This design comes from an exercise in tuning for small area on the open sky130 flow, not from production work. Only simulation tests tie the RTL to the original design; equivalence was not proved. Power is estimated from default activity; no workload was simulated.

--- flow/design.v ---
`timescale 1ns / 1ps
module Snake(input up, input down, input left, input right, input reset, input clk,
output reg B, output reg R, output VS, output HS, output reg G, output [3:0] AN, output [6:0] seven,
input speed1, input speed2, input level1, input level2);
reg [10:0] hc, vc;
reg blank, hs_r, vs_r;
assign HS = hs_r;
assign VS = vs_r;
wire h_end = (hc == 11'd800);
always @(posedge clk) begin
	if (reset) begin
		hc <= 11'd0; vc <= 11'd0; blank <= 1'b0; hs_r <= 1'b1; vs_r <= 1'b1;
	end else begin
		hc <= h_end ? 11'd0 : hc + 11'd1;
		if (h_end) vc <= (vc == 11'd525) ? 11'd0 : vc + 11'd1;
		blank <= ~(hc < 11'd640 && vc < 11'd480);
		hs_r <= ~(hc >= 11'd648 && hc < 11'd744);
		vs_r <= ~(vc >= 11'd482 && vc < 11'd484);
	end
end
wire vis = ~blank;
wire [8:0] hq = hc[10:2];
wire [1:0] hr = hc[1:0];
wire [8:0] vq = vc[10:2];
wire [1:0] vr = vc[1:0];
reg [18:0] slow_count;
reg slow_clk, slow_clk_d;
reg [1:0] level;
wire [18:0] slow_next = slow_count + 19'd1;
always @(posedge clk) begin
	if (reset) begin
		slow_count <= 19'd0; slow_clk <= 1'b0; slow_clk_d <= 1'b0;
	end else begin
		slow_count <= slow_next;
		case ({speed1,speed2})
		2'd0: slow_clk <= slow_next[18];
		2'd1: slow_clk <= slow_next[17];
		2'd2: slow_clk <= slow_next[16];
		default: slow_clk <= slow_next[15];
		endcase
		slow_clk_d <= slow_clk;
	end
	level <= {level1,level2};
end
wire move_en = slow_clk & ~slow_clk_d;
reg [3:0] d;           
reg [3:0] state, nstate;
reg lose;
always @(posedge clk) begin
	if (reset) begin
		d <= 4'd0; state <= 4'd0;
	end else if (lose) begin
		d <= 4'd0; state <= nstate;
	end else if (up & ~d[1]) begin
		d <= 4'b0001; state <= nstate;
	end else if (down & ~d[0]) begin
		d <= 4'b0010; state <= nstate;
	end else if (left & ~d[3]) begin
		d <= 4'b0100; state <= nstate;
	end else if (right & ~d[2]) begin
		d <= 4'b1000; state <= nstate;
	end
end
reg [8:0] px [0:25];   
reg [8:0] py [0:25];
wire [8:0] hx = (px[0] == 9'd160) ? 9'd0 : (px[0] == 9'd507) ? 9'd160 : px[0];
wire [8:0] hy = (py[0] == 9'd115) ? 9'd0 : (py[0] == 9'd507) ? 9'd115 : py[0];
wire moving = |state;
wire shift = move_en & moving;
integer k;
always @(posedge clk) begin
	if (reset) begin
		px[0] <= 9'd25; py[0] <= 9'd25;
		px[1] <= 9'd20; py[1] <= 9'd25;
		px[2] <= 9'd15; py[2] <= 9'd25;
		px[3] <= 9'd10; py[3] <= 9'd25;
		px[4] <= 9'd5;  py[4] <= 9'd25;
		px[5] <= 9'd0;  py[5] <= 9'd25;
		px[6] <= 9'd0;  py[6] <= 9'd20;
		px[7] <= 9'd0;  py[7] <= 9'd15;
		px[8] <= 9'd0;  py[8] <= 9'd10;
		px[9] <= 9'd0;  py[9] <= 9'd5;
		for (k = 10; k <= 25; k = k + 1) begin
			px[k] <= (k - 10) * 5; py[k] <= 9'd0;
		end
		nstate <= 4'd0;
	end else if (move_en) begin
		px[0] <= hx + (state[3] ? 9'd5 : state[2] ? -9'd5 : 9'd0);
		py[0] <= hy + (state[1] ? 9'd5 : state[0] ? -9'd5 : 9'd0);
		if (moving) begin
			px[1] <= hx; py[1] <= hy;
			for (k = 2; k <= 25; k = k + 1) begin
				px[k] <= px[k-1]; py[k] <= py[k-1];
			end
		end
		nstate <= d;
	end
end
reg [15:0] score;
reg [25:1] segq;
reg [25:1] seg;
wire [5:0] hqh = hq[8:3], vqh = vq[8:3];
wire [5:0] hqh1 = hqh - 6'd1, vqh1 = vqh - 6'd1;
wire hqz = (hqh == 6'd0), vqz = (vqh == 6'd0);
wire [4:0] hp = hc[4:0], vp = vc[4:0];
function automatic segA; input [2:0] xl; input [4:0] p;
	case (xl)
	3'd0: segA = (p >= 5'd1) & (p <= 5'd19);
	3'd1: segA = (p >= 5'd5) & (p <= 5'd23);
	3'd2: segA = (p >= 5'd9) & (p <= 5'd27);
	3'd3: segA = (p >= 5'd13);
	3'd4: segA = (p >= 5'd17);
	3'd5: segA = (p >= 5'd21);
	3'd6: segA = (p >= 5'd25);
	default: segA = (p >= 5'd29);
	endcase
endfunction
function automatic segB; input [2:0] xl; input [4:0] p;
	case (xl)
	3'd4: segB = (p <= 5'd3);
	3'd5: segB = (p <= 5'd7);
	3'd6: segB = (p <= 5'd11);
	3'd7: segB = (p <= 5'd15);
	default: segB = 1'b0;
	endcase
endfunction
function automatic headA; input [2:0] xl; input [4:0] p;
	case (xl)
	3'd0: headA = (p <= 5'd20);
	3'd1: headA = (p >= 5'd4) & (p <= 5'd24);
	3'd2: headA = (p >= 5'd8) & (p <= 5'd28);
	3'd3: headA = (p >= 5'd12);
	3'd4: headA = (p >= 5'd16);
	3'd5: headA = (p >= 5'd20);
	3'd6: headA = (p >= 5'd24);
	default: headA = (p >= 5'd28);
	endcase
endfunction
function automatic headB; input [2:0] xl; input [4:0] p;
	case (xl)
	3'd3: headB = (p <= 5'd0);
	3'd4: headB = (p <= 5'd4);
	3'd5: headB = (p <= 5'd8);
	3'd6: headB = (p <= 5'd12);
	3'd7: headB = (p <= 5'd16);
	default: headB = 1'b0;
	endcase
endfunction
function automatic swin;
	input [5:0] qh, qh1; input qz; input [4:0] p; input [8:0] x;
	swin = ((qh == x[8:3]) & segA(x[2:0], p)) | ((qh1 == x[8:3]) & ~qz & segB(x[2:0], p));
endfunction
function automatic hwin;
	input [5:0] qh, qh1; input qz; input [4:0] p; input [8:0] x;
	hwin = ((qh == x[8:3]) & headA(x[2:0], p)) | ((qh1 == x[8:3]) & ~qz & headB(x[2:0], p));
endfunction
always @(*) begin
	for (k = 1; k <= 25; k = k + 1) begin
		if (reset)
			seg[k] = 1'b0;
		else if (score > k - 1)
			seg[k] = vis & swin(hqh, hqh1, hqz, hp, px[k]) & swin(vqh, vqh1, vqz, vp, py[k]);
		else
			seg[k] = segq[k];
	end
end
wire snakehead = vis & hwin(hqh, hqh1, hqz, hp, px[0]) & hwin(vqh, vqh1, vqz, vp, py[0]);
reg [4:0] fi, fj, fci, fcj;
wire [10:0] fx0 = {fi, 4'b0} + {fi, 2'b0} + 11'd5;
wire [10:0] fy0 = {fj, 4'b0} + {fj, 2'b0} + 11'd5;
wire [10:0] fdx = hc - fx0;
wire [10:0] fdy = vc - fy0;
wire food = vis & (hc >= fx0) & (fdx <= 11'd10) & (vc >= fy0) & (fdy <= 11'd10);
reg [3:0] obst;
always @(*) begin
	case (level)
	2'd1: obst = {
		vis & (hc >= 1 & hc <= 639 & vc >= 1 & vc <= 19),
		vis & (hc >= 1 & hc <= 639 & vc >= 461 & vc <= 479),
		vis & (hc >= 1 & hc <= 19 & vc >= 1 & vc <= 479),
		vis & (hc >= 621 & hc <= 639 & vc >= 1 & vc <= 479)};
	2'd2: obst = {
		vis & (hc >= 221 & hc <= 419 & vc >= 61 & vc <= 79),
		vis & (hc >= 521 & hc <= 539 & vc >= 161 & vc <= 319),
		vis & (hc >= 221 & hc <= 419 & vc >= 401 & vc <= 419),
		vis & (hc >= 101 & hc <= 119 & vc >= 161 & vc <= 319)};
	2'd3: obst = {
		vis & (hc >= 161 & hc <= 479 & vc >= 81 & vc <= 99),
		vis & (hc >= 161 & hc <= 479 & vc >= 181 & vc <= 199),
		vis & (hc >= 161 & hc <= 479 & vc >= 281 & vc <= 299),
		vis & (hc >= 161 & hc <= 479 & vc >= 381 & vc <= 399)};
	default: obst = 4'd0;
	endcase
end
wire obstacle = |obst;
wire [10:0] h = hc, v = vc;
wire letters = vis & (
	(h >=210 & h <= 220 & v >= 180 & v <= 280) |
	(h >=210 & h <= 240 & v >= 270 & v <= 280) |
	(h >=250 & h <= 280 & v >= 180 & v <= 190) |
	(h >=270 & h <= 280 & v >= 180 & v <= 280) |
	(h >=250 & h <= 280 & v >= 270 & v <= 280) |
	(h >=250 & h <= 260 & v >= 180 & v <= 280) |
	(h >=290 & h <= 320 & v >= 180 & v <= 190) |
	(h >=290 & h <= 300 & v >= 180 & v <= 230) |
	(h >=290 & h <= 320 & v >= 225 & v <= 235) |
	(h >=310 & h <= 320 & v >= 230 & v <= 280) |
	(h >=290 & h <= 320 & v >= 270 & v <= 280) |
	(h >=330 & h <= 360 & v >= 180 & v <= 190) |
	(h >=330 & h <= 340 & v >= 180 & v <= 280) |
	(h >=330 & h <= 360 & v >= 225 & v <= 235) |
	(h >=330 & h <= 360 & v >= 270 & v <= 280) |
	(h >=370 & h <= 425 & v >= 180 & v <= 190) |
	(h >=415 & h <= 425 & v >= 180 & v <= 230) |
	(h >=370 & h <= 425 & v >= 225 & v <= 235) |
	(h >=370 & h <= 380 & v >= 180 & v <= 280) |
	(h >=380 & h <= 390 & v >= 235 & v <= 245) |
	(h >=390 & h <= 400 & v >= 245 & v <= 255) |
	(h >=400 & h <= 410 & v >= 255 & v <= 265) |
	(h >=410 & h <= 420 & v >= 265 & v <= 275) |
	(h >=415 & h <= 425 & v >= 270 & v <= 280));
wire show_letters = ~reset & lose & letters;
wire hit = snakehead & (obstacle | (|seg[25:2]));
wire eat = snakehead & food;
wire relocate = eat | (food & (obstacle | (|seg)));
wire [4:0] fci_n = (fci == 5'd29) ? 5'd0 : fci + 5'd1;
wire [4:0] fcj_n = (fcj == 5'd20) ? 5'd0 : fcj + 5'd1;
always @(posedge clk) begin
	segq <= seg;
	lose <= (~reset & lose) | hit;
	score <= (reset ? 16'd0 : score) + eat;
	if (reset) begin
		fci <= 5'd20; fcj <= 5'd20; fi <= 5'd20; fj <= 5'd20;
	end else begin
		if (~lose) begin
			fci <= fci_n; fcj <= fcj_n;
		end
		if (relocate) begin
			fi <= lose ? fci : fci_n;
			fj <= lose ? fcj : fcj_n;
		end
	end
	B <= food;
	G <= snakehead | (|seg);
	R <= obstacle | show_letters;
end
reg [15:0] kcount;
reg [1:0] dcount;
reg [3:0] an_r;
reg [3:0] smallbin;
assign AN = an_r;
reg [3:0] th, hu, te, on;
integer i;
always @(*) begin
	th = 4'd0; hu = 4'd0; te = 4'd0; on = 4'd0;
	for (i = 10; i >= 0; i = i - 1) begin
		if (th >= 5) th = th + 3;
		if (hu >= 5) hu = hu + 3;
		if (te >= 5) te = te + 3;
		if (on >= 5) on = on + 3;
		th = {th[2:0], hu[3]};
		hu = {hu[2:0], te[3]};
		te = {te[2:0], on[3]};
		on = {on[2:0], score[i]};
	end
end
wire tick = (kcount == 16'd50001);
always @(posedge clk) begin
	if (reset) begin
		kcount <= 16'd0; dcount <= 2'd0; an_r <= 4'b0000; smallbin <= 4'd0;
	end else begin
		kcount <= kcount + 16'd1;
		if (tick) begin
			case (dcount)
			2'd0: begin an_r <= 4'b1110; smallbin <= on; end
			2'd1: begin an_r <= 4'b1101; smallbin <= te; end
			2'd2: begin an_r <= 4'b1011; smallbin <= hu; end
			default: begin an_r <= 4'b0111; smallbin <= th; end
			endcase
			dcount <= dcount + 2'd1;
		end
	end
end
reg [6:0] seg7;
assign seven = seg7;
always @(*)
	case (smallbin)
	4'h0: seg7 = 7'b1000000;
	4'h1: seg7 = 7'b1111001;
	4'h2: seg7 = 7'b0100100;
	4'h3: seg7 = 7'b0110000;
	4'h4: seg7 = 7'b0011001;
	4'h5: seg7 = 7'b0010010;
	4'h6: seg7 = 7'b0000010;
	4'h7: seg7 = 7'b1111000;
	4'h8: seg7 = 7'b0000000;
	4'h9: seg7 = 7'b0010000;
	4'ha: seg7 = 7'b0001000;
	4'hb: seg7 = 7'b0000011;
	4'hc: seg7 = 7'b1000110;
	4'hd: seg7 = 7'b0100001;
	4'he: seg7 = 7'b0000110;
	default: seg7 = 7'b0001110;
	endcase
endmodule
--- flow/run.sh ---
#!/bin/bash
# synth_recipe.tcl (not shown) runs the flow's synth.tcl, then flattens the netlist and writes it again
# the make line also repeats each setting of config.mk as NAME=value (left out here)
make -C /OpenROAD-flow-scripts/flow DESIGN_CONFIG=/design/flow/config.mk WORK_HOME=/design/flow/orfs CLKGATE_MAP_FILE= SYNTH_SCRIPT=/design/flow/synth_recipe.tcl finish
--- flow/config.mk ---
export PLATFORM = sky130hd
export DESIGN_NAME = Snake
export DESIGN_NICKNAME = Snake
export VERILOG_FILES = /design/flow/design.v
export SDC_FILE = /design/flow/constraint.sdc
export NUM_CORES = 4
export LEC_CHECK = 0
export ABC_AREA = 1
export CAP_MARGIN = 20
export CORE_MARGIN = 2
export CORE_UTILIZATION = 40
export SLEW_MARGIN = 20
--- flow/constraint.sdc ---
create_clock -name core_clock -period 12.0 [get_ports {clk}]
set_input_delay 2.4000 -clock core_clock [delete_from_list [all_inputs] [get_ports {clk}]]
set_output_delay 2.4000 -clock core_clock [all_outputs]
set_load 0.01 [all_outputs]
==> run_results.csv, run 1 <==
group,metric,value,unit
sta,fmax,137,MHz
logic_synthesis,async_reset_ff_share,0,%
finish,drive_gt1_share,5.19,%
sta,fin_setup_tns,0,ps
routing,dr.pass1.iters,9,
placement,hpwlAfterDp,113,mm
finish,area_delta_synth_final,9.38,%
critical_path,cpMostUsedCell,"nand2_1",
power,peakVddDrop,0.120,mV
routing,route.met3.wl,10.2,mm
sta,timing.final.crit_share,61.0,%
placement,gp_congestion,0.985,
finish,final_area,0.0462,sq mm
critical_path,crit_path_end_kind,"register",
logic_synthesis,ys_top_cells_by_count,"nand2_1 (985), nor2_1 (892), dfxtp_1 (626)",
clock_tree,clkSinkCount,626,
sta,tightest_slew,1140,ps
placement,port_buffers,25,
logic_synthesis,yosysMostFrequentCell,"nand2_1",
clock_tree,h-tree-depth,3,
placement,placed_cell_area,0.0436,sq mm
logic_synthesis,synthDominantCellAreaShare,29.7,%
critical_path,crit_slowest_cell,"dfxtp_1",
critical_path,critPathMaxFanout,6,
sta,setup-violations-final,0,
power,p_leak,19.1,nW
critical_path,path_class,"reg2reg",
status,status,"no timing/DRC/antenna violations",
clock_tree,clock_latency,650,ps
routing,highest_layer,"met5",
die,num_rows,119,
routing,wl_per_cell,21.3,um
die,initial_core_util,40.2,%
critical_path,critical-path-max-stage-delay,390,ps
logic_synthesis,synthCells,6350,
sta,max-slew-margin-rel,23.7,%
sta,rsz0062_at_grt,"no",
critical_path,startpoint_type,"register",
routing,wl,163,mm
min_path,holdCritPathClass,"reg2reg",
clock_tree,postCtsSetupBuffers,0,
logic_synthesis,synth.largest_area_cell,"dfxtp_1",
power,p_per_area,103,mW/mm^2
routing,m1WireLength,68.2,mm
global_route,grt_pass1_wl,247,mm
sta,min_period,7320,ps
critical_path,worst-endpoint-required,12530,ps
routing,antenna_left,0,
routing,vias,44151,
clock_tree,cts_tree,"done",
finish,utilization,44.0,%
logic_synthesis,synthTopCellsByArea,"dfxtp_1 (30%), nand2_1 (8.8%), nor2_1 (7.9%), o21ai_0 (6.9%), xor2_1 (5.8%)",
die,dieArea,0.108,sq mm
logic_synthesis,synth_area,0.0422,sq mm
logic_synthesis,postSynthAreaPerCell,6.65,sq um
global_route,grt.total_usage,29.3,%
routing,wl_met2,73.1,mm
routing,drt_iter0_markers,4314,
logic_synthesis,syn-num-nets,6459,
die,core,0.105,sq mm
global_route,grt_pass1_vias,41103,
logic_synthesis,ys_ff_latch,626,
clock_tree,cts_made_buffers,75,
routing,viasPerCell,5.77,
finish,ff_latch_area,0.0125,sq mm
global_route,overflow,0,
logic_synthesis,synth_warnings,3,
logic_synthesis,ys_types,69,
clock_tree,path_clk_slew,60,ps
sta,skew,25.2,ps
clock_tree,cts_hold_repair.buffers,0,
clock_tree,root_buffer,"clkbuf_16",
routing,route.detailed.drc,0,
logic_synthesis,synth_ff_type,"dfxtp_1",
logic_synthesis,synth_edf_count,0,
clock_tree,cts_resized,0,
critical_path,arrival,7850,ps
global_route,grt_max_degree,234,
die,fp.dieW,329,um
logic_synthesis,seq_area_frac_synth,29.7,%
finish,layout.nets,6311,
clock_tree,cts_max_path_buffers,3,
finish,multi_input_area,0.0261,sq mm
global_route,grt_antenna_before_repair,5,
die,ioPinCount,26,
die,die_y,329,um
sta,hold_viol,0,
sta,drv_slew,0,
finish,nFillCells,11056,
job,cap_violations,0,
[report_power, final]
| group | total [mW] | switching, mW | internal, mW |
|---|---|---|---|
| Combinational | 0.262 | 0.190 | 0.0715 |
| Clock | 2.41 | 0.990 | 1.42 |
| Sequential | 2.10 | 0.0115 | 2.09 |
| Total | 4.77 | 1.19 | 3.58 |
[layer usage]
| layer | vias up | track usage, % |
|---|---|---|
| li1 | 21223 | - |
| met1 | 20723 | 36.6 |
| met2 | 1688 | 47.6 |
| met3 | 511 | 3.88 |
| met4 | 6 | 18.5 |
| met5 | - | 0 |
[flip-flops by register name, indices dropped and copies added, names as in the netlist, 2 cells and up]
register and flops:
px 234, py 234, segq 25, slow_count 19, kcount 16, score 16, hc 11, vc 11
seven 7, fci 5, fcj 5, fi 5, fj 5, an_r 4, d 4, nstate 4
smallbin 4, state 4, dcount 2, level 2
[layout by cell type (no fill, tap or decap), types with 74 or more instances in the layout]
| cell type | n |
|---|---|
| o21ai_0 | 578 |
| nor4_1 | 75 |
| a21oi_1 | 402 |
| xnor2_1 | 209 |
| inv_1 | 602 |
| clkbuf_16 | 77 |
| xor2_1 | 281 |
| nand4_1 | 129 |
| dfxtp_1 | 614 |
| o211ai_1 | 110 |
| buf_4 | 74 |
| nor2_1 | 890 |
| nand3_1 | 298 |
| nor3_1 | 213 |
| nand2_1 | 984 |
| ha_1 | 97 |
[through the flow]
stage | std cells | worst slack, ps | total power, mW | hold slack (ps)
floorplan | 6350 | 5720 | 2.30 | 402
global placement | 7516 | 4800 | 2.40 | 417
detailed placement | 7516 | 4730 | 2.40 | 429
CTS | 7654 | 4710 | 4.80 | 443
global route | 7654 | 3750 | 4.92 | 480
finish | 7655 | 4680 | 4.77 | 441
[layout make-up]
cell class	count	area share [%]
Antenna cell	1	0.00542
Tap cell	1391	3.77
Sequential cell	626	27.2
Timing Repair Buffer	101	1.85
Clock inverter	27	0.732
Inverter	632	5.17
Clock buffer	111	4.82
Multi-Input combinational cell	4766	56.5
[worst max-delay path, delay by kind of cell, from the launching register on]
kind	cells	cell delay, ps
flip-flops	1	390
AO/OA/AOI/OAI	5	780
AND/OR/NAND/NOR	37	3400
buffers and inverters	9	850
adder cells (fa/ha/maj)	8	1780
[logic make-up (layout without fill, tap and decap cells)]
| family | after synthesis | after routing | share of synthesized area (%) |
|---|---|---|---|
| and+or+nand+nor | 2687 | 2687 | 27.5 |
| DFF | 626 | 626 | 29.7 |
| buffers and inverters | 958 | 871 | 8.74 |
| AOI/OAI and AO/OA | 1489 | 1489 | 20.9 |
| other | 0 | 1 | 0 |
| adders and majority gates | 99 | 99 | 2.97 |
| xor gates and xnor gates | 491 | 491 | 10.2 |
[worst paths after layout]
| path | depth (start not counted) | start | slack (ps) | endpoint |
|---|---|---|---|---|
| setup / recovery | 59 | score[9] | 4680 | seven[3] |
| hold reg to reg | 1 | slow_count[0] | 440 | slow_count[0] |
| hold / removal | 1 | slow_count[0] | 440 | slow_count[0] |
| setup reg to reg | 59 | score[9] | 4680 | seven[3] |
==> run 2: changes to the inputs <==
--- a/flow/design.v
+++ b/flow/design.v
@@ -96,7 +96,13 @@
 		nstate <= d;
 	end
 end
-reg [15:0] score;
+reg [4:0] sc_hi;
+reg [1:0] sc_th;
+reg [3:0] sc_hu, sc_te, sc_on;
+wire sc_big = (sc_hi != 5'd0) | (sc_th != 2'd0) | (sc_hu != 4'd0);
+function automatic sc_ge; input integer n;
+	sc_ge = sc_big | (sc_te > n / 10) | ((sc_te == n / 10) & (sc_on >= n % 10));
+endfunction
 reg [25:1] segq;
 reg [25:1] seg;
 wire [5:0] hqh = hq[8:3], vqh = vq[8:3];
@@ -146,6 +152,13 @@
 	default: headB = 1'b0;
 	endcase
 endfunction
+function automatic swinc; input [10:0] c; input [8:0] x;
+	reg [5:0] qh, qh1;
+	begin
+		qh = c[10:5]; qh1 = qh - 6'd1;
+		swinc = ((qh == x[8:3]) & segA(x[2:0], c[4:0])) | ((qh1 == x[8:3]) & (qh != 6'd0) & segB(x[2:0], c[4:0]));
+	end
+endfunction
 function automatic swin;
 	input [5:0] qh, qh1; input qz; input [4:0] p; input [8:0] x;
 	swin = ((qh == x[8:3]) & segA(x[2:0], p)) | ((qh1 == x[8:3]) & ~qz & segB(x[2:0], p));
@@ -154,12 +167,39 @@
 	input [5:0] qh, qh1; input qz; input [4:0] p; input [8:0] x;
 	hwin = ((qh == x[8:3]) & headA(x[2:0], p)) | ((qh1 == x[8:3]) & ~qz & headB(x[2:0], p));
 endfunction
+wire [10:0] hc_n = h_end ? 11'd0 : hc + 11'd1;
+wire [10:0] vc_n = (vc == 11'd525) ? 11'd0 : vc + 11'd1;
+wire [8:0] cmpx = (hc_n[1:0] == 2'd1) ? hc_n[10:2] : hc_n[10:2] - 9'd5;
+wire [8:0] cmpy = (vc_n[1:0] == 2'd1) ? vc_n[10:2] : vc_n[10:2] - 9'd5;
+wire opx = (hc_n[1:0] == 2'd1), clx = (hc_n[1:0] == 2'd0);
+wire opy = (vc_n[1:0] == 2'd1), cly = (vc_n[1:0] == 2'd0);
+wire vwrap = (vc == 11'd525);
+reg [25:1] nx, my;
+reg [25:1] ex, ey, nx_s, my_s;
+always @(*) begin
+	for (k = 1; k <= 25; k = k + 1) begin
+		ex[k] = (px[k] == cmpx);
+		ey[k] = (py[k] == cmpy);
+		nx_s[k] = ~h_end & ((ex[k] & opx) | (nx[k] & ~(ex[k] & clx)));
+		my_s[k] = h_end ? (~vwrap & ((ey[k] & opy) | (my[k] & ~(ey[k] & cly)))) : my[k];
+	end
+end
+always @(posedge clk) begin
+	if (reset) begin
+		nx <= 25'd0; my <= 25'd0;
+	end else if (shift) begin
+		nx <= {nx_s[24:1], swinc(hc_n, hx)};
+		my <= {my_s[24:1], swinc(h_end ? vc_n : vc, hy)};
+	end else begin
+		nx <= nx_s; my <= my_s;
+	end
+end
 always @(*) begin
 	for (k = 1; k <= 25; k = k + 1) begin
 		if (reset)
 			seg[k] = 1'b0;
-		else if (score > k - 1)
-			seg[k] = vis & swin(hqh, hqh1, hqz, hp, px[k]) & swin(vqh, vqh1, vqz, vp, py[k]);
+		else if (sc_ge(k))
+			seg[k] = vis & nx[k] & my[k];
 		else
 			seg[k] = segq[k];
 	end
@@ -228,7 +268,23 @@
 always @(posedge clk) begin
 	segq <= seg;
 	lose <= (~reset & lose) | hit;
-	score <= (reset ? 16'd0 : score) + eat;
+	if (reset) begin
+		sc_hi <= 5'd0; sc_th <= 2'd0; sc_hu <= 4'd0; sc_te <= 4'd0; sc_on <= {3'd0, eat};
+	end else if (eat) begin
+		if (sc_th == 2'd2 && sc_hu == 4'd0 && sc_te == 4'd4 && sc_on == 4'd7) begin
+			sc_hi <= sc_hi + 5'd1; sc_th <= 2'd0; sc_hu <= 4'd0; sc_te <= 4'd0; sc_on <= 4'd0;
+		end else if (sc_on != 4'd9) begin
+			sc_on <= sc_on + 4'd1;
+		end else begin
+			sc_on <= 4'd0;
+			if (sc_te != 4'd9) sc_te <= sc_te + 4'd1;
+			else begin
+				sc_te <= 4'd0;
+				if (sc_hu != 4'd9) sc_hu <= sc_hu + 4'd1;
+				else begin sc_hu <= 4'd0; sc_th <= sc_th + 2'd1; end
+			end
+		end
+	end
 	if (reset) begin
 		fci <= 5'd20; fcj <= 5'd20; fi <= 5'd20; fj <= 5'd20;
 	end else begin
@@ -244,41 +300,22 @@
 	G <= snakehead | (|seg);
 	R <= obstacle | show_letters;
 end
-reg [15:0] kcount;
 reg [1:0] dcount;
 reg [3:0] an_r;
 reg [3:0] smallbin;
 assign AN = an_r;
-reg [3:0] th, hu, te, on;
-integer i;
-always @(*) begin
-	th = 4'd0; hu = 4'd0; te = 4'd0; on = 4'd0;
-	for (i = 10; i >= 0; i = i - 1) begin
-		if (th >= 5) th = th + 3;
-		if (hu >= 5) hu = hu + 3;
-		if (te >= 5) te = te + 3;
-		if (on >= 5) on = on + 3;
-		th = {th[2:0], hu[3]};
-		hu = {hu[2:0], te[3]};
-		te = {te[2:0], on[3]};
-		on = {on[2:0], score[i]};
-	end
-end
-wire tick = (kcount == 16'd50001);
+wire tick = (slow_count[15:0] == 16'd50001);
 always @(posedge clk) begin
 	if (reset) begin
-		kcount <= 16'd0; dcount <= 2'd0; an_r <= 4'b0000; smallbin <= 4'd0;
-	end else begin
-		kcount <= kcount + 16'd1;
-		if (tick) begin
-			case (dcount)
-			2'd0: begin an_r <= 4'b1110; smallbin <= on; end
-			2'd1: begin an_r <= 4'b1101; smallbin <= te; end
-			2'd2: begin an_r <= 4'b1011; smallbin <= hu; end
-			default: begin an_r <= 4'b0111; smallbin <= th; end
-			endcase
-			dcount <= dcount + 2'd1;
-		end
+		dcount <= 2'd0; an_r <= 4'b0000; smallbin <= 4'd0;
+	end else if (tick) begin
+		case (dcount)
+		2'd0: begin an_r <= 4'b1110; smallbin <= sc_on; end
+		2'd1: begin an_r <= 4'b1101; smallbin <= sc_te; end
+		2'd2: begin an_r <= 4'b1011; smallbin <= sc_hu; end
+		default: begin an_r <= 4'b0111; smallbin <= {2'b00, sc_th}; end
+		endcase
+		dcount <= dcount + 2'd1;
 	end
 end
 reg [6:0] seg7;
==> flow/flow/run.sh (new file) <==
#!/bin/bash
# Layout flow: the standard synthesis, then the combinational logic between the
# registers is re-mapped with an area-oriented ABC script (registers, their names and
# cell types are kept as the standard synthesis made them), then the standard layout.
# Each tool's output goes to a log file of its own in the work folder.
set -euo pipefail
WORK=$(pwd)
R=$WORK/orfs/results/$FLOW_PLATFORM/Snake/base
LIB=$FLOW_HOME/platforms/$FLOW_PLATFORM/lib/sky130_fd_sc_hd__tt_025C_1v80.lib

bash standard.sh synth > $WORK/flow_synth.log 2>&1

cp $R/1_2_yosys.v $WORK/standard_1_2_yosys.v
sed -e "s#@LIB@#$LIB#g" -e "s#@IN@#$WORK/standard_1_2_yosys.v#g" -e "s#@OUT@#$WORK/reopt.v#g" \
    -e "s#@ABC@#$WORK/flow/area.abc#g" $WORK/flow/reopt.ys > $WORK/reopt_run.ys
yosys -s $WORK/reopt_run.ys > $WORK/flow_reopt.log 2>&1

cp $WORK/reopt.v $R/1_2_yosys.v
rm -f $R/1_synth.odb $R/1_synth.sdc
bash standard.sh finish > $WORK/flow_finish.log 2>&1
==> flow/flow/area.abc (new file) <==
strash; ifraig; scorr; dc2; strash; balance; rewrite; refactor; balance; rewrite; rewrite -z; balance; refactor -z; rewrite -z; balance; dch -f; amap; topo
==> flow/flow/reopt.ys (new file) <==
read_liberty -ignore_miss_func @LIB@
read_verilog @IN@
hierarchy -top Snake
setattr -mod -set keep_hierarchy 1 sky130_fd_sc_hd__dfxtp_1 sky130_fd_sc_hd__dfrtp_1 sky130_fd_sc_hd__dfstp_1 sky130_fd_sc_hd__edfxtp_1 sky130_fd_sc_hd__dfxbp_1
tee -o @OUT@.before.stat stat -liberty @LIB@
flatten
opt_clean
abc -liberty @LIB@ -dont_use sky130_fd_sc_hd__lpflow_bleeder_1 -dont_use sky130_fd_sc_hd__lpflow_clkbufkapwr_1 -dont_use sky130_fd_sc_hd__lpflow_clkbufkapwr_16 -dont_use sky130_fd_sc_hd__lpflow_clkbufkapwr_2 -dont_use sky130_fd_sc_hd__lpflow_clkbufkapwr_4 -dont_use sky130_fd_sc_hd__lpflow_clkbufkapwr_8 -dont_use sky130_fd_sc_hd__lpflow_clkinvkapwr_1 -dont_use sky130_fd_sc_hd__lpflow_clkinvkapwr_16 -dont_use sky130_fd_sc_hd__lpflow_clkinvkapwr_2 -dont_use sky130_fd_sc_hd__lpflow_clkinvkapwr_4 -dont_use sky130_fd_sc_hd__lpflow_clkinvkapwr_8 -dont_use sky130_fd_sc_hd__lpflow_decapkapwr_12 -dont_use sky130_fd_sc_hd__lpflow_decapkapwr_3 -dont_use sky130_fd_sc_hd__lpflow_decapkapwr_4 -dont_use sky130_fd_sc_hd__lpflow_decapkapwr_6 -dont_use sky130_fd_sc_hd__lpflow_decapkapwr_8 -dont_use sky130_fd_sc_hd__lpflow_inputiso0n_1 -dont_use sky130_fd_sc_hd__lpflow_inputiso0p_1 -dont_use sky130_fd_sc_hd__lpflow_inputiso1n_1 -dont_use sky130_fd_sc_hd__lpflow_inputiso1p_1 -dont_use sky130_fd_sc_hd__lpflow_inputisolatch_1 -dont_use sky130_fd_sc_hd__lpflow_isobufsrc_1 -dont_use sky130_fd_sc_hd__lpflow_isobufsrc_16 -dont_use sky130_fd_sc_hd__lpflow_isobufsrc_2 -dont_use sky130_fd_sc_hd__lpflow_isobufsrc_4 -dont_use sky130_fd_sc_hd__lpflow_isobufsrc_8 -dont_use sky130_fd_sc_hd__lpflow_isobufsrckapwr_16 -dont_use sky130_fd_sc_hd__lpflow_lsbuf_lh_hl_isowell_tap_1 -dont_use sky130_fd_sc_hd__lpflow_lsbuf_lh_hl_isowell_tap_2 -dont_use sky130_fd_sc_hd__lpflow_lsbuf_lh_hl_isowell_tap_4 -dont_use sky130_fd_sc_hd__lpflow_lsbuf_lh_isowell_4 -dont_use sky130_fd_sc_hd__lpflow_lsbuf_lh_isowell_tap_1 -dont_use sky130_fd_sc_hd__lpflow_lsbuf_lh_isowell_tap_2 -dont_use sky130_fd_sc_hd__lpflow_lsbuf_lh_isowell_tap_4 -dont_use sky130_fd_sc_hd__probe_p_8 -dont_use sky130_fd_sc_hd__probec_p_8  -script @ABC@
opt_clean -purge
setundef -zero
hilomap -singleton -hicell sky130_fd_sc_hd__conb_1 HI -locell sky130_fd_sc_hd__conb_1 LO
insbuf -buf sky130_fd_sc_hd__buf_4 A X
splitnets
opt_clean -purge
tee -o @OUT@.after.stat stat -liberty @LIB@
select Snake
write_verilog -noattr -nohex -nodec -selected @OUT@
==> flow/standard.sh (new file) <==
#!/bin/bash
# synth_recipe.tcl (not shown) runs the flow's synth.tcl, then flattens the netlist and writes it again
# the make line also repeats each setting of config.mk as NAME=value (left out here)
make -C /OpenROAD-flow-scripts/flow DESIGN_CONFIG=/design/flow/config.mk WORK_HOME=/design/flow/orfs CLKGATE_MAP_FILE= SYNTH_SCRIPT=/design/flow/synth_recipe.tcl "${@:-finish}"
removed: flow/run.sh
==> run_results.csv, run 2 <==
group,metric,value,unit
global_route,grt_max_degree,240,
placement,post-place-ws,5470,ps
clock_tree,clock_latency,630,ps
logic_synthesis,synth_area,0.0306,sq mm
sta,setup-violations-final,0,
routing,drt_iter0_markers,2511,
global_route,grt_antenna_before_repair,1,
clock_tree,path_clk_slew,60,ps
finish,layout.nets,3985,
critical_path,crit_path_end_kind,"register",
critical_path,rr_worst_depth,24,
die,die_y,280,um
global_route,grt_pass1_wl,151,mm
sta,max-slew-margin-rel,8.94,%
sta,fmax,151,MHz
sta,rsz0062_at_grt,"no",
sta,holdWs,429,ps
critical_path,timing.rr.end,"my[5]",
placement,placed_cell_area,0.0325,sq mm
clock_tree,cts_resized,0,
clock_tree,clkSinkCount,663,
finish,final_common_cell,"dfxtp_1",
routing,viasPerCell,6.05,
placement,gp_congestion,1.01,
sta,skew,28.0,ps
die,num_rows,101,
job,cap_violations,0,
logic_synthesis,synthCells,3831,
finish,mostFrequentLayoutCells,"dfxtp_1 (662), o22ai_1 (660), clkinv_1 (657)",
die,ioPinCount,26,
die,fp.dieW,280,um
die,core,0.0758,sq mm
placement,place_inst,4877,
critical_path,startpoint_type,"register",
status,status,"no timing/DRC/antenna violations",
power,peakVddDrop,0.118,mV
logic_synthesis,synth_warnings,3,
clock_tree,postCtsSetupBuffers,0,
routing,vias,30331,
routing,dr.pass1.iters,5,
global_route,grt.total_usage,23.5,%
global_route,grt_pass1_vias,27576,
power,p_per_area,141,mW/mm^2
sta,hold_viol,0,
finish,final_cells,5012,
sta,fin_setup_tns,0,ps
finish,drive_gt1_share,4.61,%
routing,wl,94.0,mm
routing,wl_per_cell,18.8,um
critical_path,arrival,7080,ps
critical_path,critPathMaxFanout,30,
finish,top_regs,"px (234), py (234)",
finish,antenna_cells,0,
global_route,overflow,0,
min_path,holdCritPathClass,"reg2reg",
critical_path,path_class,"reg2reg",
sta,timing.final.crit_share,55.4,%
sta,worst_slack,5360,ps
routing,antenna_left,0,
clock_tree,h-tree-depth,3,
placement,hpwlAfterDp,65.6,mm
critical_path,worst-endpoint-required,12440,ps
critical_path,crit_start,"vc[5]",
min_path,hold_path_end,"slow_clk_d",
finish,final_area,0.0350,sq mm
die,initial_core_util,40.3,%
critical_path,reg2reg_slack,5360,ps
clock_tree,cts_tree,"done",
die,dieArea,0.0786,sq mm
sta,tightest_slew,1370,ps
logic_synthesis,postSynthAreaPerCell,7.97,sq um
clock_tree,root_buffer,"clkbuf_16",
min_path,min_from,"slow_clk",
critical_path,r2r-start,"vc[5]",
routing,route.detailed.drc,0,
clock_tree,cts_max_path_buffers,3,
sta,min_period,6640,ps
logic_synthesis,syn-num-nets,3841,
sta,drv_slew,0,
clock_tree,cts_hold_repair.buffers,0,
finish,area_delta_synth_final,14.6,%
clock_tree,cts_made_buffers,74,
min_path,whs_path_depth,2,
placement,port_buffers,25,
power,p_leak,11.2,nW
==> run 2: cell type report <==
cell class                 instances  area [sq um]
timing repair buffer              72           626
fill                            7713         40800
clock inverter                    28           412
multi-input combinational       2506         14900
sequential                       663         13300
clock buffer                     107          2130
inverter                         658          2470
tap                              978          1220
==> run 2: report_power, final <==
| part | internal (mW) | switching, mW |
|---|---|---|
| sequential | 2.23 | 0.0224 |
| combinational | 0.0950 | 0.228 |
| clock | 1.40 | 0.960 |
==> run 2: per-stage QoR <==
stage | power (mW) | utilization, %
finish | 4.93 | 46.2
floorplan | 2.50 | -
global route | 5.10 | 46.2
detailed placement | 2.62 | 42.8
CTS | 4.98 | 46.2
global placement | 2.62 | 42.8
==> run 2: how the worst max path moves through the flow <==
stage                     slack, ps     end  depth (start not counted)
final                          5360   my[5]                         24
after detailed placement       5470   my[5]                         24
after floorplan                 570  nx[10]                          3
after global routing           4700   my[5]                         24
after global placement         5470   my[5]                         24
after CTS                      5410   my[5]                         24
==> run 2: per-layer routing <==
layer	part of all wire (%)	vias to the layer above	global-route usage, %	wire [um]
met2	47	884	38.9	43900
met4	2.7	2	7.42	2570
met5	0.0074	-	0	7
li1	-	15053	-	-
met1	45	14201	31.6	42600
met3	5.3	191	3.10	4990
==> run 2: critical path, stage by stage, from the launching register on <==
cell and delay (ps):
dfxtp_1 500, nor2_1 260, clkinv_1 210, nor2_1 240, clkinv_1 210, nor4_1 950
nor3_1 250, nor3_1 330, a21oi_1 110, nor2_1 250, nand2_1 130, clkinv_1 90
nand2_1 80, o21ai_2 70, buf_4 330, clkinv_1 630, a222oi_1 520, o2111ai_1 190
a221oi_1 270, o221ai_1 200, o21a_1 200, nor2_1 90, nor2_1 50, a21oi_1 170
o22ai_1 90
==> run 3: changes to the inputs <==
--- a/flow/design.v
+++ b/flow/design.v
@@ -2,17 +2,19 @@
 module Snake(input up, input down, input left, input right, input reset, input clk,
 output reg B, output reg R, output VS, output HS, output reg G, output [3:0] AN, output [6:0] seven,
 input speed1, input speed2, input level1, input level2);
-reg [10:0] hc, vc;
+reg [9:0] hc_r, vc_r;    
+wire [10:0] hc = {1'b0, hc_r};
+wire [10:0] vc = {1'b0, vc_r};
 reg blank, hs_r, vs_r;
 assign HS = hs_r;
 assign VS = vs_r;
 wire h_end = (hc == 11'd800);
 always @(posedge clk) begin
 	if (reset) begin
-		hc <= 11'd0; vc <= 11'd0; blank <= 1'b0; hs_r <= 1'b1; vs_r <= 1'b1;
+		hc_r <= 10'd0; vc_r <= 10'd0; blank <= 1'b0; hs_r <= 1'b1; vs_r <= 1'b1;
 	end else begin
-		hc <= h_end ? 11'd0 : hc + 11'd1;
-		if (h_end) vc <= (vc == 11'd525) ? 11'd0 : vc + 11'd1;
+		hc_r <= h_end ? 10'd0 : hc_r + 10'd1;
+		if (h_end) vc_r <= (vc_r == 10'd525) ? 10'd0 : vc_r + 10'd1;
 		blank <= ~(hc < 11'd640 && vc < 11'd480);
 		hs_r <= ~(hc >= 11'd648 && hc < 11'd744);
 		vs_r <= ~(vc >= 11'd482 && vc < 11'd484);
@@ -61,36 +63,39 @@
 		d <= 4'b1000; state <= nstate;
 	end
 end
-reg [8:0] px [0:25];   
-reg [8:0] py [0:25];
-wire [8:0] hx = (px[0] == 9'd160) ? 9'd0 : (px[0] == 9'd507) ? 9'd160 : px[0];
-wire [8:0] hy = (py[0] == 9'd115) ? 9'd0 : (py[0] == 9'd507) ? 9'd115 : py[0];
+reg [8:0] px0, py0;
+reg [7:0] sx [1:25];
+reg [6:0] sy [1:25];
+wire [8:0] hx = (px0 == 9'd160) ? 9'd0 : (px0 == 9'd507) ? 9'd160 : px0;
+wire [8:0] hy = (py0 == 9'd115) ? 9'd0 : (py0 == 9'd507) ? 9'd115 : py0;
+wire [7:0] hx_s = (hx >= 9'd160) ? 8'd160 : hx[7:0];
+wire [6:0] hy_s = (hy >= 9'd120) ? 7'd120 : hy[6:0];
 wire moving = |state;
 wire shift = move_en & moving;
 integer k;
 always @(posedge clk) begin
 	if (reset) begin
-		px[0] <= 9'd25; py[0] <= 9'd25;
-		px[1] <= 9'd20; py[1] <= 9'd25;
-		px[2] <= 9'd15; py[2] <= 9'd25;
-		px[3] <= 9'd10; py[3] <= 9'd25;
-		px[4] <= 9'd5;  py[4] <= 9'd25;
-		px[5] <= 9'd0;  py[5] <= 9'd25;
-		px[6] <= 9'd0;  py[6] <= 9'd20;
-		px[7] <= 9'd0;  py[7] <= 9'd15;
-		px[8] <= 9'd0;  py[8] <= 9'd10;
-		px[9] <= 9'd0;  py[9] <= 9'd5;
+		px0 <= 9'd25; py0 <= 9'd25;
+		sx[1] <= 8'd20; sy[1] <= 7'd25;
+		sx[2] <= 8'd15; sy[2] <= 7'd25;
+		sx[3] <= 8'd10; sy[3] <= 7'd25;
+		sx[4] <= 8'd5;  sy[4] <= 7'd25;
+		sx[5] <= 8'd0;  sy[5] <= 7'd25;
+		sx[6] <= 8'd0;  sy[6] <= 7'd20;
+		sx[7] <= 8'd0;  sy[7] <= 7'd15;
+		sx[8] <= 8'd0;  sy[8] <= 7'd10;
+		sx[9] <= 8'd0;  sy[9] <= 7'd5;
 		for (k = 10; k <= 25; k = k + 1) begin
-			px[k] <= (k - 10) * 5; py[k] <= 9'd0;
+			sx[k] <= (k - 10) * 5; sy[k] <= 7'd0;
 		end
 		nstate <= 4'd0;
 	end else if (move_en) begin
-		px[0] <= hx + (state[3] ? 9'd5 : state[2] ? -9'd5 : 9'd0);
-		py[0] <= hy + (state[1] ? 9'd5 : state[0] ? -9'd5 : 9'd0);
+		px0 <= hx + (state[3] ? 9'd5 : state[2] ? -9'd5 : 9'd0);
+		py0 <= hy + (state[1] ? 9'd5 : state[0] ? -9'd5 : 9'd0);
 		if (moving) begin
-			px[1] <= hx; py[1] <= hy;
+			sx[1] <= hx_s; sy[1] <= hy_s;
 			for (k = 2; k <= 25; k = k + 1) begin
-				px[k] <= px[k-1]; py[k] <= py[k-1];
+				sx[k] <= sx[k-1]; sy[k] <= sy[k-1];
 			end
 		end
 		nstate <= d;
@@ -178,8 +183,8 @@
 reg [25:1] ex, ey, nx_s, my_s;
 always @(*) begin
 	for (k = 1; k <= 25; k = k + 1) begin
-		ex[k] = (px[k] == cmpx);
-		ey[k] = (py[k] == cmpy);
+		ex[k] = ({1'b0, sx[k]} == cmpx);
+		ey[k] = ({2'b0, sy[k]} == cmpy);
 		nx_s[k] = ~h_end & ((ex[k] & opx) | (nx[k] & ~(ex[k] & clx)));
 		my_s[k] = h_end ? (~vwrap & ((ey[k] & opy) | (my[k] & ~(ey[k] & cly)))) : my[k];
 	end
@@ -188,8 +193,8 @@
 	if (reset) begin
 		nx <= 25'd0; my <= 25'd0;
 	end else if (shift) begin
-		nx <= {nx_s[24:1], swinc(hc_n, hx)};
-		my <= {my_s[24:1], swinc(h_end ? vc_n : vc, hy)};
+		nx <= {nx_s[24:1], swinc(hc_n, {1'b0, hx_s})};
+		my <= {my_s[24:1], swinc(h_end ? vc_n : vc, {2'b0, hy_s})};
 	end else begin
 		nx <= nx_s; my <= my_s;
 	end
@@ -204,7 +209,7 @@
 			seg[k] = segq[k];
 	end
 end
-wire snakehead = vis & hwin(hqh, hqh1, hqz, hp, px[0]) & hwin(vqh, vqh1, vqz, vp, py[0]);
+wire snakehead = vis & hwin(hqh, hqh1, hqz, hp, px0) & hwin(vqh, vqh1, vqz, vp, py0);
 reg [4:0] fi, fj, fci, fcj;
 wire [10:0] fx0 = {fi, 4'b0} + {fi, 2'b0} + 11'd5;
 wire [10:0] fy0 = {fj, 4'b0} + {fj, 2'b0} + 11'd5;
@@ -301,20 +306,21 @@
 	R <= obstacle | show_letters;
 end
 reg [1:0] dcount;
-reg [3:0] an_r;
+reg an_on;             
 reg [3:0] smallbin;
-assign AN = an_r;
+assign AN = an_on ? ~(4'b0001 << (dcount - 2'd1)) : 4'b0000;
 wire tick = (slow_count[15:0] == 16'd50001);
 always @(posedge clk) begin
 	if (reset) begin
-		dcount <= 2'd0; an_r <= 4'b0000; smallbin <= 4'd0;
+		dcount <= 2'd0; an_on <= 1'b0; smallbin <= 4'd0;
 	end else if (tick) begin
 		case (dcount)
-		2'd0: begin an_r <= 4'b1110; smallbin <= sc_on; end
-		2'd1: begin an_r <= 4'b1101; smallbin <= sc_te; end
-		2'd2: begin an_r <= 4'b1011; smallbin <= sc_hu; end
-		default: begin an_r <= 4'b0111; smallbin <= {2'b00, sc_th}; end
+		2'd0: smallbin <= sc_on;
+		2'd1: smallbin <= sc_te;
+		2'd2: smallbin <= sc_hu;
+		default: smallbin <= {2'b00, sc_th};
 		endcase
+		an_on <= 1'b1;
 		dcount <= dcount + 2'd1;
 	end
 end
--- a/flow/config.mk
+++ b/flow/config.mk
@@ -8,5 +8,7 @@
 export ABC_AREA = 1
 export CAP_MARGIN = 20
 export CORE_MARGIN = 2
-export CORE_UTILIZATION = 40
+export CORE_UTILIZATION = 60
+export CTS_BUF_LIST = sky130_fd_sc_hd__clkbuf_8
+export CTS_CLUSTER_SIZE = 30
 export SLEW_MARGIN = 20
==> run_results.csv, run 3 <==
group,metric,value,unit
routing,dr.pass1.iters,6,
finish,multi_input_area,0.0134,sq mm
clock_tree,cts_hold_repair.buffers,0,
clock_tree,cts_made_buffers,95,
critical_path,worst-endpoint-required,12560,ps
die,core,0.0443,sq mm
sta,timing.final.crit_share,56.6,%
finish,final_cells,4222,
routing,drt_iter0_markers,2829,
clock_tree,clkSinkCount,583,
sta,rsz0062_at_grt,"no",
placement,placed_cell_area,0.0285,sq mm
finish,area_delta_synth_final,12.5,%
die,fp.dieW,216,um
critical_path,startpoint_type,"register",
finish,layout.nets,3576,
finish,drive_gt1_share,5.54,%
finish,mostFrequentLayoutCells,"dfxtp_1 (582), clkinv_1 (548), o22ai_1 (518)",
critical_path,path_class,"reg2reg",
power,power.share.clock,43.1,%
clock_tree,h-tree-depth,3,
global_route,overflow,0,
power,p_total,4.04,mW
power,peakVddDrop,0.111,mV
finish,regMostFlops,"sx",
routing,route.detailed.drc,0,
die,dieArea,0.0468,sq mm
critical_path,crit_path_end_kind,"register",
sta,skew,31.6,ps
global_route,grt_antenna_before_repair,0,
global_route,grt_pass1_wl,135,mm
die,ioPinCount,26,
routing,wl_per_cell,19.8,um
clock_tree,cts_max_path_buffers,3,
sta,drv_slew,0,
global_route,grt_max_degree,202,
logic_synthesis,synthCells,3402,
finish,ff_latch_area,0.0117,sq mm
global_route,grt.total_usage,34.9,%
power,seq_power_share,49.0,%
finish,utilization,68.6,%
power,power.switching,1.04,mW
critical_path,path_cells,"clkinv_1 > nor2_1 > clkinv_1 > nor2_1 > clkinv_1 > nor2_1 > clkinv_1 > nor2_1 > clkinv_1 > nor2_1 > clkinv_1 > o21ai_0 > nand2_1 > nor2_1 > nand2_1 > a21oi_4 > clkinv_1 > a2111oi_0 > o211ai_1 > o21ai_0 > o21ai_0 > nand2_1 > o21ai_0 > nor2b_1",
critical_path,critPathMaxFanout,27,
routing,vias,27874,
power,p_int,2.99,mW
placement,hpwlAfterDp,57.1,mm
routing,viasPerCell,6.60,
clock_tree,clock_latency,700,ps
clock_tree,cts_resized,0,
sta,worst_slack,5210,ps
critical_path,arrival,7350,ps
placement,gp_congestion,0.985,
finish,antenna_cells,0,
finish,nFillCells,3593,
logic_synthesis,synth_area,0.0270,sq mm
min_path,holdCritPathClass,"reg2reg",
sta,max-slew-margin-rel,24.9,%
die,num_rows,77,
logic_synthesis,postSynthAreaPerCell,7.95,sq um
finish,final_common_cell,"dfxtp_1",
power,swShare,25.9,%
logic_synthesis,synth_warnings,3,
critical_path,cpMostUsedCell,"clkinv_1",
finish,final_area,0.0304,sq mm
finish,top_regs,"sx (200), sy (175)",
clock_tree,postCtsSetupBuffers,0,
critical_path,crit_slowest_cell,"clkinv_1",
sta,fmax,147,MHz
power,p_per_area,133,mW/mm^2
placement,port_buffers,25,
sta,fin_setup_tns,0,ps
job,cap_violations,0,
logic_synthesis,syn-num-nets,3412,
die,initial_core_util,61.0,%
status,status,"no timing/DRC/antenna violations",
routing,wl,83.5,mm
clock_tree,root_buffer,"clkbuf_8",
sta,tightest_slew,1130,ps
finish,largest_register_ffs,200,
sta,min_period,6790,ps
clock_tree,cts_tree,"done",
sta,setup-violations-final,0,
global_route,grt_pass1_vias,25998,
sta,holdWs,436,ps
power,power_frac_comb,7.9,%
clock_tree,path_clk_slew,60,ps
critical_path,critical-path-max-stage-delay,870,ps
placement,post-place-ws,5030,ps
power,p_leak,10.0,nW
placement,place_inst,4060,
sta,hold_viol,0,
routing,antenna_left,0,
die,die_y,216,um
-- run 3: worst max-delay path: cells and delay by family, from the launching register on --
family,cells,cell delay (ps)
buffers and inverters,7,1900
AOI/OAI and AO/OA,7,2020
DFF,1,660
and+or+nand+nor,10,2060
-- run 3: final timing paths --
kind / to / slack (ps) / from / depth (start not counted)
setup / recovery: nx[1] / 5210 / hc_r[3] / 24
hold / removal: slow_clk_d / 440 / slow_clk / 2
setup reg to reg: nx[1] / 5210 / hc_r[3] / 24
hold reg to reg: slow_clk_d / 440 / slow_clk / 2
-- run 3: power groups by stage --
stage	registers [mW]	logic (mW)	clock network [mW]
after global routing	1.98	0.346	1.84
final	1.98	0.320	1.74
after detailed placement	2.02	0.307	0
after global placement	2.02	0.300	0
after CTS	1.98	0.309	1.75
after floorplan	2.02	0.204	0
-- run 3: area by class of cell --
class,count,area share (%)
Clock buffer,120,5.43
Clock inverter,41,0.852
Inverter,548,6.76
Multi-Input combinational cell,2271,44.1
Sequential cell,583,38.4
Tap cell,592,2.44
Timing Repair Buffer,67,2.01
-- run 3: layer usage --
metal	GRT usage [%]	routed length (um)	vias up
met2	59.2	39800	1199
li1	-	-	13332
met4	15.0	3290	0
met1	44.1	34500	13092
met5	0	0	-
met3	5.43	5940	251
==> run 4: changes to the inputs <==
--- a/flow/config.mk
+++ b/flow/config.mk
@@ -9,6 +9,6 @@
 export CAP_MARGIN = 20
 export CORE_MARGIN = 2
 export CORE_UTILIZATION = 60
-export CTS_BUF_LIST = sky130_fd_sc_hd__clkbuf_8
-export CTS_CLUSTER_SIZE = 30
+export CTS_BUF_LIST = sky130_fd_sc_hd__clkbuf_4
+export CTS_CLUSTER_SIZE = 20
 export SLEW_MARGIN = 20
==> run_results.csv, run 4 <==
group,metric,value,unit
sta,min_period,6830,ps
die,dieArea,0.0468,sq mm
logic_synthesis,synth_warnings,3,
die,num_rows,77,
clock_tree,cts_max_path_buffers,3,
finish,layout.nets,3634,
sta,drv_slew,0,
placement,hpwlAfterDp,57.1,mm
critical_path,critPathMaxFanout,27,
sta,setup-violations-final,0,
power,seq_power_share,49.7,%
sta,holdWs,417,ps
finish,regMostFlops,"sx",
routing,wl,83.7,mm
critical_path,path_cells,"clkinv_1 > nor2_1 > clkinv_1 > nor2_1 > clkinv_1 > nor2_1 > clkinv_1 > nor2_1 > clkinv_1 > nor2_1 > clkinv_1 > o21ai_0 > nand2_1 > nor2_1 > nand2_1 > a21oi_4 > clkinv_1 > a2111oi_0 > o211ai_1 > o21ai_0 > o21ai_0 > nand2_1 > o21ai_0 > nor2b_1",
die,core,0.0443,sq mm
logic_synthesis,synthCells,3402,
finish,drive_gt1_share,7.89,%
placement,post-place-ws,5030,ps
power,power_frac_comb,8.0,%
sta,timing.final.crit_share,56.9,%
power,p_leak,10.0,nW
power,p_total,3.98,mW
routing,route.detailed.drc,0,
clock_tree,postCtsSetupBuffers,0,
clock_tree,h-tree-depth,4,
sta,rsz0062_at_grt,"no",
finish,largest_register_ffs,200,
critical_path,critical-path-max-stage-delay,870,ps
critical_path,rr_worst_depth,24,
clock_tree,root_buffer,"clkbuf_4",
finish,utilization,68.5,%
logic_synthesis,synth_area,0.0270,sq mm
finish,area_delta_synth_final,12.3,%
status,status,"no timing/DRC/antenna violations",
placement,port_buffers,25,
critical_path,worst-endpoint-required,12890,ps
sta,fmax,147,MHz
critical_path,path_class,"reg2reg",
critical_path,timing.rr.end,"nx[1]",
die,initial_core_util,61.0,%
critical_path,setup.worst_path.end,"nx[1]",
sta,tightest_slew,1090,ps
sta,skew,84.7,ps
placement,gp_congestion,0.985,
critical_path,reg2reg_slack,5170,ps
global_route,grt_antenna_before_repair,2,
power,swShare,26.9,%
min_path,holdCritPathClass,"reg2reg",
routing,drt_iter0_markers,2945,
global_route,grt.total_usage,35.1,%
power,p_per_area,131,mW/mm^2
routing,viasPerCell,6.57,
finish,final_area,0.0304,sq mm
power,peakVddDrop,0.120,mV
routing,antenna_left,0,
sta,max-slew-margin-rel,27.0,%
power,power.switching,1.07,mW
global_route,overflow,0,
finish,final_cells,4323,
placement,placed_cell_area,0.0285,sq mm
critical_path,cpMostUsedCell,"clkinv_1",
critical_path,r2r-start,"hc_r[3]",
job,cap_violations,0,
die,fp.dieW,216,um
clock_tree,clkSinkCount,583,
sta,hold_viol,0,
min_path,min_from,"sx[5][7]",
logic_synthesis,syn-num-nets,3412,
sta,fin_setup_tns,0,ps
global_route,grt_max_degree,202,
finish,mostFrequentLayoutCells,"dfxtp_1 (582), clkinv_1 (574), o22ai_1 (518)",
die,die_y,216,um
placement,place_inst,4060,
critical_path,startpoint_type,"register",
logic_synthesis,postSynthAreaPerCell,7.95,sq um
routing,vias,28413,
routing,wl_per_cell,19.4,um
finish,top_regs,"sx (200), sy (175)",
clock_tree,cts_resized,0,
die,ioPinCount,26,
power,p_int,2.91,mW
sta,worst_slack,5170,ps
global_route,grt_pass1_wl,135,mm
clock_tree,cts_tree,"done",
critical_path,arrival,7720,ps
clock_tree,cts_hold_repair.buffers,0,
clock_tree,path_clk_slew,70,ps
clock_tree,cts_made_buffers,152,
power,power.share.clock,42.3,%
critical_path,crit_start,"hc_r[3]",
routing,dr.pass1.iters,7,
clock_tree,clock_latency,1030,ps
critical_path,crit_slowest_cell,"clkinv_1",
finish,final_common_cell,"dfxtp_1",
critical_path,crit_path_end_kind,"register",
global_route,grt_pass1_vias,26587,
==> run 4: how the worst min path moves through the flow <==
stage | endpoint | slack, ps | cells after the start
4_1_cts | sx[6][7] | 420 | 2
6_report | sx[6][7] | 420 | 2
2_1_floorplan | slow_clk_d | 400 | 2
3_5_place_dp | slow_clk_d | 430 | 2
3_3_place_gp | slow_clk_d | 420 | 2
5_1_grt | slow_clk_d | 450 | 2
==> run 4: final cells by class <==
| cell class | instances | area (sq um) |
|---|---|---|
| Sequential cell | 583 | 11700 |
| Clock inverter | 41 | 234 |
| Antenna cell | 6 | 15.0 |
| Tap cell | 592 | 741 |
| Fill cell | 3642 | 14000 |
| Inverter | 548 | 2060 |
| Clock buffer | 214 | 1610 |
| Multi-Input combinational cell | 2271 | 13400 |
| Timing Repair Buffer | 68 | 616 |
==> run 4: critical path: cells and delay by family (launching register included) <==
kind	cells	cell delay (ps)
buffers and inverters	7	1900
AOI/OAI and AO/OA	7	2050
and+or+nand+nor	10	2100
DFF	1	660
==> run 4: layer usage <==
| metal | part of all wire (%) | wire, um | global-route usage, % | vias up |
|---|---|---|---|---|
| met4 | 4.2 | 3480 | 17.1 | 0 |
| met2 | 48 | 39900 | 58.7 | 1302 |
| li1 | - | - | - | 13540 |
| met3 | 7.7 | 6410 | 6.99 | 243 |
| met1 | 41 | 34000 | 43.4 | 13328 |
| met5 | 0 | 0 | 0 | - |
==> run 4: power by group through the flow <==
stage | logic (mW) | clock network, mW | registers (mW)
floorplan | 0.204 | 0 | 2.02
global placement | 0.300 | 0 | 2.02
detailed placement | 0.307 | 0 | 2.02
CTS | 0.308 | 1.70 | 1.98
global route | 0.346 | 1.81 | 1.98
finish | 0.319 | 1.69 | 1.98
==> run 5: changes to the inputs <==
==> flow/flow/run.sh (replaced) <==
#!/bin/bash
# Layout flow: the standard synthesis; then the combinational logic between the
# registers is re-mapped with area-oriented ABC scripts (the registers, their names
# and cell types stay as the standard synthesis made them) and the smallest result is
# kept; then the standard layout, with a clock tree built from fewer, larger clusters.
# Each tool's output goes to a log file of its own in the work folder.
set -euo pipefail
WORK=$(pwd)
R=$WORK/orfs/results/$FLOW_PLATFORM/Snake/base
LIB=$FLOW_HOME/platforms/$FLOW_PLATFORM/lib/sky130_fd_sc_hd__tt_025C_1v80.lib

bash standard.sh synth > $WORK/flow_synth.log 2>&1
cp $R/1_2_yosys.v $WORK/standard_1_2_yosys.v

best=""; best_area=""
pids=()
for s in $WORK/flow/*.abc; do
  n=$(basename $s .abc)
  sed -e "s#@LIB@#$LIB#g" -e "s#@IN@#$WORK/standard_1_2_yosys.v#g" -e "s#@OUT@#$WORK/reopt_$n.v#g" \
      -e "s#@ABC@#$s#g" $WORK/flow/reopt.ys > $WORK/reopt_$n.ys
  ( timeout 1200 yosys -s $WORK/reopt_$n.ys > $WORK/flow_reopt_$n.log 2>&1 || true ) &
  pids+=($!)
done
for p in "${pids[@]}"; do wait $p || true; done
for s in $WORK/flow/*.abc; do
  n=$(basename $s .abc)
  f=$WORK/reopt_$n.v.after.stat
  [[ -s $WORK/reopt_$n.v && -f $f ]] || continue
  a=$(grep "Chip area for top module" $f | awk '{print $NF}')
  echo "$n $a" >> $WORK/reopt_areas.txt
  if [[ -z "$best_area" ]] || awk "BEGIN{exit !($a < $best_area)}"; then best=$n; best_area=$a; fi
done
echo "chosen: $best $best_area" >> $WORK/reopt_areas.txt
if [[ -n "$best" ]]; then
  cp $WORK/reopt_$best.v $R/1_2_yosys.v
  rm -f $R/1_synth.odb $R/1_synth.sdc
fi

if [[ -f $WORK/flow/cts_args.txt ]]; then
  export CTS_ARGS="$(cat $WORK/flow/cts_args.txt)"
fi
bash standard.sh finish > $WORK/flow_finish.log 2>&1
==> flow/flow/cts_args.txt (new file) <==
-sink_clustering_enable -repair_clock_nets -dont_use_dummy_load -buf_list sky130_fd_sc_hd__clkbuf_16 -sink_clustering_size 30 -sink_clustering_max_diameter 60
==> flow/flow/k.abc (new file) <==
strash; ifraig; scorr; dc2; strash; balance; rewrite; refactor; balance; rewrite; rewrite -z; balance; refactor -z; rewrite -z; balance; dch -f; amap; topo
--- a/flow/config.mk
+++ b/flow/config.mk
@@ -9,6 +9,4 @@
 export CAP_MARGIN = 20
 export CORE_MARGIN = 2
 export CORE_UTILIZATION = 60
-export CTS_BUF_LIST = sky130_fd_sc_hd__clkbuf_4
-export CTS_CLUSTER_SIZE = 20
 export SLEW_MARGIN = 20
removed: flow/flow/area.abc
==> run_results.csv, run 5 <==
group,metric,value,unit
critical_path,critPathMaxFanout,27,
finish,drive_gt1_share,2.94,%
sta,fmax,149,MHz
global_route,grt.total_usage,34.2,%
routing,route.detailed.drc,0,
die,core,0.0443,sq mm
clock_tree,path_clk_slew,100,ps
global_route,grt_antenna_before_repair,0,
finish,regMostFlops,"sx",
critical_path,crit_slowest_cell,"clkinv_1",
global_route,grt_pass1_vias,25473,
routing,drt_iter0_markers,2948,
sta,max-slew-margin-rel,26.3,%
sta,min_period,6710,ps
global_route,grt_max_degree,202,
die,dieArea,0.0468,sq mm
sta,setup-violations-final,0,
logic_synthesis,synthCells,3402,
finish,antenna_cells,0,
critical_path,r2r-start,"hc_r[3]",
sta,rsz0062_at_grt,"no",
critical_path,crit_path_end_kind,"register",
die,ioPinCount,26,
routing,dr.pass1.iters,9,
finish,mostFrequentLayoutCells,"dfxtp_1 (582), clkinv_1 (548), o22ai_1 (518)",
critical_path,critPathBufInv,7,
global_route,overflow,0,
placement,hpwlAfterDp,57.1,mm
clock_tree,clkSinkCount,583,
die,die_y,216,um
critical_path,path_cells,"clkinv_1 > nor2_1 > clkinv_1 > nor2_1 > clkinv_1 > nor2_1 > clkinv_1 > nor2_1 > clkinv_1 > nor2_1 > clkinv_1 > o21ai_0 > nand2_1 > nor2_1 > nand2_1 > a21oi_4 > clkinv_1 > a2111oi_0 > o211ai_1 > o21ai_0 > o21ai_0 > nand2_1 > o21ai_0 > nor2b_1",
placement,gp_congestion,0.985,
clock_tree,cts_hold_repair.buffers,0,
finish,area_delta_synth_final,9.04,%
critical_path,critPathTopFamily,"simple AND/OR/NAND/NOR gates",
routing,wl,82.0,mm
sta,skew,78.8,ps
power,p_per_area,119,mW/mm^2
clock_tree,h-tree-depth,2,
logic_synthesis,synth_area,0.0270,sq mm
clock_tree,root_buffer,"clkbuf_16",
sta,drv_slew,0,
logic_synthesis,postSynthAreaPerCell,7.95,sq um
routing,vias,27532,
clock_tree,clock_latency,600,ps
die,initial_core_util,61.0,%
status,status,"no timing/DRC/antenna violations",
finish,top_regs,"sx (200), sy (175)",
job,cap_violations,0,
power,peakVddDrop,0.120,mV
finish,layout.nets,3520,
sta,timing.final.crit_share,55.9,%
finish,multi_input_area,0.0134,sq mm
finish,ff_latch_area,0.0117,sq mm
finish,largest_register_ffs,200,
min_path,holdCritPathClass,"reg2reg",
placement,port_buffers,25,
logic_synthesis,syn-num-nets,3412,
routing,wl_per_cell,20.0,um
finish,final_common_cell,"dfxtp_1",
finish,nFillCells,3702,
clock_tree,postCtsSetupBuffers,0,
critical_path,critical-path-max-stage-delay,840,ps
clock_tree,cts_made_buffers,39,
critical_path,path_class,"reg2reg",
clock_tree,cts_tree,"done",
critical_path,arrival,7180,ps
sta,fin_setup_tns,0,ps
critical_path,startpoint_type,"register",
routing,viasPerCell,6.72,
sta,tightest_slew,1110,ps
die,num_rows,77,
critical_path,worst-endpoint-required,12470,ps
finish,final_area,0.0295,sq mm
clock_tree,cts_max_path_buffers,3,
die,fp.dieW,216,um
critical_path,cpMostUsedCell,"clkinv_1",
critical_path,crit_start,"hc_r[3]",
routing,antenna_left,0,
power,p_leak,9.39,nW
sta,hold_viol,0,
min_path,min_from,"sy[4][6]",
logic_synthesis,synth_warnings,3,
placement,placed_cell_area,0.0285,sq mm
clock_tree,cts_resized,0,
global_route,grt_pass1_wl,133,mm
-- run 5: worst register-to-register path, stage by stage (launching register included) --
cell,delay (ps)
dfxtp_1,650
clkinv_1,380
nor2_1,330
clkinv_1,200
nor2_1,210
clkinv_1,110
nor2_1,180
clkinv_1,140
nor2_1,190
clkinv_1,120
nor2_1,130
clkinv_1,90
o21ai_0,260
nand2_1,230
nor2_1,340
nand2_1,210
a21oi_4,610
clkinv_1,850
a2111oi_0,610
o211ai_1,180
o21ai_0,170
o21ai_0,110
nand2_1,130
o21ai_0,70
nor2b_1,140
-- run 5: cell type report --
| cell class | instances | share of cell area, % |
|---|---|---|
| clock buffer | 39 | 3.31 |
| inverter | 548 | 6.98 |
| multi-input combinational | 2271 | 45.5 |
| sequential | 583 | 39.6 |
| tap | 592 | 2.51 |
| timing repair buffer | 67 | 2.08 |
-- run 5: power by group --
part,internal (mW),total (mW),switching (mW)
Clock,0.576,1.22,0.640
Sequential,1.96,1.98,0.0188
Combinational,0.0912,0.318,0.226
-- run 5: per-layer routing --
layer	vias up	track usage, %	wire length (um)
met1	13024	44.3	33800
met5	-	0	0
met3	177	3.82	5560
met4	0	12.5	2670
met2	1155	59.0	40000
li1	13176	-	-
-- run 5: path summary, 6_finish.rpt --
kind              end  slack, ps  cells after the start
max             nx[1]       5290                     24
min          sy[5][6]        420                      2
max reg2reg     nx[1]       5290                     24
min reg2reg  sy[5][6]        420                      2
-- run 5: through the flow --
step,instances,utilization (%),power (mW),setup slack [ps],hold slack [ps]
2_1_floorplan,3402,-,2.22,1340,398
4_1_cts,4099,66.4,3.51,5090,426
3_5_place_dp,4060,64.2,2.33,5030,433
3_3_place_gp,4060,64.2,2.32,5210,421
6_report,4100,66.5,3.51,5290,424
5_1_grt,4100,66.5,3.62,4500,439

==> separate check: timing with driven ports <==
How much do the figures lean on ideal ports? The routed layouts below were timed once more, with nothing changed but the port constraints.
Step 1 sets driving cells, clkbuf_16 on the clock port and buf_2 on the other inputs (assumed; they add their load-dependent delay and slew).
Step 2 also shifts input and output timing later by t, the mid clock arrival at the registers, as if the neighbouring blocks saw the same clock.
Slacks: ideal ports / drivers / drivers and shift; pairs: ideal ports / drivers.
run | t (ns) | setup slack, ns | worst setup path at the end | slew at the worst register clock pin (ns) | pins driven straight from the clock port
run 1 | 0.708 | 4.679 / 4.679 / 4.679 | register to register | 0.07 / 0.07 | 1
run 2 | 0.680 | 5.356 / 5.356 / 5.356 | register to register | 0.07 / 0.07 | 1
run 3 | 0.747 | 5.206 / 5.206 / 5.206 | register to register | 0.07 / 0.07 | 1
run 4 | 1.044 | 5.175 / 5.175 / 5.175 | register to register | 0.08 / 0.08 | 1
run 5 | 0.629 | 5.288 / 5.288 / 5.288 | register to register | 0.11 / 0.11 | 1
After both steps setup and hold are still met in every run listed.
